Context: an optimization exercise on an open-source flow, tuned for small area, a short achievable clock period and few clock cycles. The choices shown serve that exercise and are no tape-out recipe. Function was checked by simulation only, so behaviour that the tests miss may differ from the original.

==> flow/design.v <==
module accumulator (
    input wire clk,            
    input wire rst,            
    input wire ld_ac,          
    input wire [7:0] data_in,  
    output reg [7:0] acc_out   
);
    always @(posedge clk or posedge rst) begin
        if (rst)
            acc_out <= 8'h00;
        else if (ld_ac)
            acc_out <= data_in;
    end
endmodule
module address_mux (
    input wire dbg,
    input wire jmp,
    input wire skip,
    input wire [4:0] pc,
    input wire [4:0] operand,
    input wire [4:0] dbg_addr,
    output wire [4:0] faddr
);
    assign faddr = dbg  ? dbg_addr :
                   jmp  ? operand :
                   skip ? pc + 5'd1 : pc;
endmodule
module alu (
    input wire [7:0] in_a,        
    input wire [7:0] in_b,        
    input wire [2:0] opcode,
    output reg [7:0] alu_out
);
    always @(*) begin
        case (opcode)
            3'd2: alu_out = in_a + in_b;    
            3'd3: alu_out = in_a & in_b;    
            3'd4: alu_out = in_a ^ in_b;    
            default: alu_out = in_b;        
        endcase
    end
endmodule
module controller (
    input wire clk,
    input wire rst,
    input wire [2:0] opcode,
    input wire valid_in,
    input wire [7:0] acc,
    input wire [4:0] pc,
    input wire [4:0] operand,
    output wire valid,         
    output reg hf,             
    output wire load0,         
    output wire hlt_now,       
    output wire ex,            
    output wire ld_ac,         
    output wire wr,            
    output wire skz_take,      
    output wire is_jmp,        
    output wire fwd,           
    output wire halt
);
    localparam [2:0]
        HLT = 3'd0, SKZ = 3'd1, ADD = 3'd2, AND = 3'd3,
        XOR = 3'd4, LDA = 3'd5, STO = 3'd6, JMP = 3'd7;
    reg run, ld;
    assign valid = run | ld;
    always @(posedge clk or posedge rst) begin
        if (rst) begin
            run <= 1'b0;
            hf  <= 1'b0;
        end else begin
            run <= 1'b1;
            if (hlt_now) hf <= 1'b1;
        end
    end
    always @(posedge clk)
        ld <= load0;
    assign load0    = rst | ~valid;
    assign hlt_now  = valid & ~hf & (opcode == HLT);
    assign halt     = hf | hlt_now;
    assign ex       = valid & ~hf & ~rst;
    assign ld_ac    = ex & (opcode == ADD || opcode == AND || opcode == XOR || opcode == LDA);
    assign wr       = ex & (opcode == STO);
    assign is_jmp   = (opcode == JMP);
    assign skz_take = (opcode == SKZ) & (acc == 8'h00);
    assign fwd      = ~hf & (opcode == STO) & (pc == operand);
endmodule
module instruction_reg (
    input wire clk,
    input wire load0,            
    input wire prog_fwd,         
    input wire [7:0] prog_data,
    input wire [7:0] mem0,
    input wire fwd,              
    input wire [7:0] acc,
    input wire [7:0] fdata,
    output reg [7:0] ir
);
    always @(posedge clk) begin
        if (load0)
            ir <= prog_fwd ? prog_data : mem0;
        else
            ir <= fwd ? acc : fdata;
    end
endmodule
module memory (
    input wire clk,
    input wire rst,
    input wire wr,
    input wire [4:0] waddr,
    input wire [7:0] wdata,
    input wire prog_we,
    input wire [4:0] prog_addr,
    input wire [7:0] prog_data,
    input wire [4:0] faddr,
    output wire [7:0] fdata,
    input wire [4:0] oaddr,
    output wire [7:0] odata,
    output wire [7:0] mem0
);
    reg [7:0] mem [0:31];
    always @(posedge clk) begin
        if (prog_we)
            mem[prog_addr] <= prog_data;
        else if (wr)
            mem[waddr] <= wdata;
    end
    assign fdata = mem[faddr];
    assign odata = mem[oaddr];
    assign mem0  = mem[0];
endmodule
module program_counter (
    input wire clk,
    input wire rst,
    input wire en,
    input wire [4:0] faddr,    
    output reg [4:0] pc        
);
    always @(posedge clk or posedge rst) begin
        if (rst)
            pc <= 5'd1;
        else if (en)
            pc <= faddr + 5'd1;
    end
endmodule
module cpu_top (
    input wire clk,           
    input wire rst,           
    input wire prog_we,       
    input wire [4:0] prog_addr,  
    input wire [7:0] prog_data,  
    input wire [4:0] dbg_addr,   
    output wire halt,         
    output wire [7:0] accum,  
    output wire [7:0] dbg_data   
);
    wire [7:0] ir;            
    wire [4:0] pc;            
    wire [7:0] acc;
    wire       valid;         
    wire       hf;            
    wire [2:0] opcode  = ir[7:5];
    wire [4:0] operand = ir[4:0];
    wire load0;               
    wire hlt_now, ex, ld_ac, wr, skz_take, is_jmp, fwd;
    wire [4:0] faddr;
    wire [7:0] fdata, odata, mem0, alu_out;
    controller ctrl (
        .clk(clk), .rst(rst), .opcode(opcode), .valid_in(valid), .acc(acc),
        .pc(pc), .operand(operand),
        .valid(valid), .hf(hf), .load0(load0), .hlt_now(hlt_now), .ex(ex),
        .ld_ac(ld_ac), .wr(wr), .skz_take(skz_take), .is_jmp(is_jmp),
        .fwd(fwd), .halt(halt)
    );
    address_mux amux (
        .dbg(hf | hlt_now), .jmp(is_jmp), .skip(skz_take),
        .pc(pc), .operand(operand), .dbg_addr(dbg_addr), .faddr(faddr)
    );
    program_counter pcr (
        .clk(clk), .rst(rst), .en(ex), .faddr(faddr), .pc(pc)
    );
    memory mem (
        .clk(clk), .rst(rst), .wr(wr), .waddr(operand), .wdata(acc),
        .prog_we(prog_we), .prog_addr(prog_addr), .prog_data(prog_data),
        .faddr(faddr), .fdata(fdata), .oaddr(operand), .odata(odata),
        .mem0(mem0)
    );
    instruction_reg irr (
        .clk(clk), .load0(load0), .prog_fwd(prog_we && prog_addr == 5'd0),
        .prog_data(prog_data), .mem0(mem0), .fwd(fwd), .acc(acc),
        .fdata(fdata), .ir(ir)
    );
    alu alu_inst (
        .in_a(acc), .in_b(odata), .opcode(opcode), .alu_out(alu_out)
    );
    accumulator accr (
        .clk(clk), .rst(rst), .ld_ac(ld_ac), .data_in(alu_out), .acc_out(acc)
    );
    assign accum = acc;
    assign dbg_data = ir;
endmodule
Settings: LEC_CHECK=0, CAP_MARGIN=20, CORE_MARGIN=2, CORE_UTILIZATION=40, SLEW_MARGIN=20; clock period 5.0 ns.
run.sh (not shown) runs the stock make flow with config.mk's settings and CLKGATE_MAP_FILE= SYNTH_SCRIPT=/design/flow/synth_recipe.tcl, a recipe that flattens the netlist after the stock synthesis.
Testbench counts at the start, summed over its fixed seeds: cycles 32,731.
Edit:
- ABC_CLOCK_PERIOD_IN_PS: default -> 2000
- SETUP_SLACK_MARGIN: default -> 2.0
Fmax goes up by about 20%; synthesized cell count stays the same; routed wire length goes up by 14%; count of clock-buffer cells in the layout goes up by 2.

[port drivers added, routing unchanged]
No port has a modelled driver above. Below, the same layouts with a new extraction and two added sets of constraints.
Step 1 (the two cells are an assumption about what drives the block):
set clk [get_ports {clk}]
set_driving_cell -lib_cell sky130_fd_sc_hd__clkbuf_16 $clk
set_driving_cell -lib_cell sky130_fd_sc_hd__buf_2 [delete_from_list [all_inputs] $clk]
Step 2, shift: input delay + t, output delay - t, t = (earliest + latest rising clock arrival at the registers) / 2. This alone moves slack from input paths to output paths.
Three values: ideal ports, drivers, drivers and shift; two values: the first two.
| run | t (ns) | slack for setup (ns) | clock arrival spread, ns | cell pins on the clock port's net |
|---|---|---|---|---|
| the first run | 0.607 | 0.769 / 0.769 / 0.769 | 0.030 / 0.029 | 1 |
| the second run | 0.614 | 1.479 / 1.479 / 1.459 | 0.016 / 0.016 | 1 |
After both steps setup and hold are still met in every run listed. For the second run, which loses most, drivers alone change the setup slack by 0.000 ns; drivers and shift together by -0.020 ns.
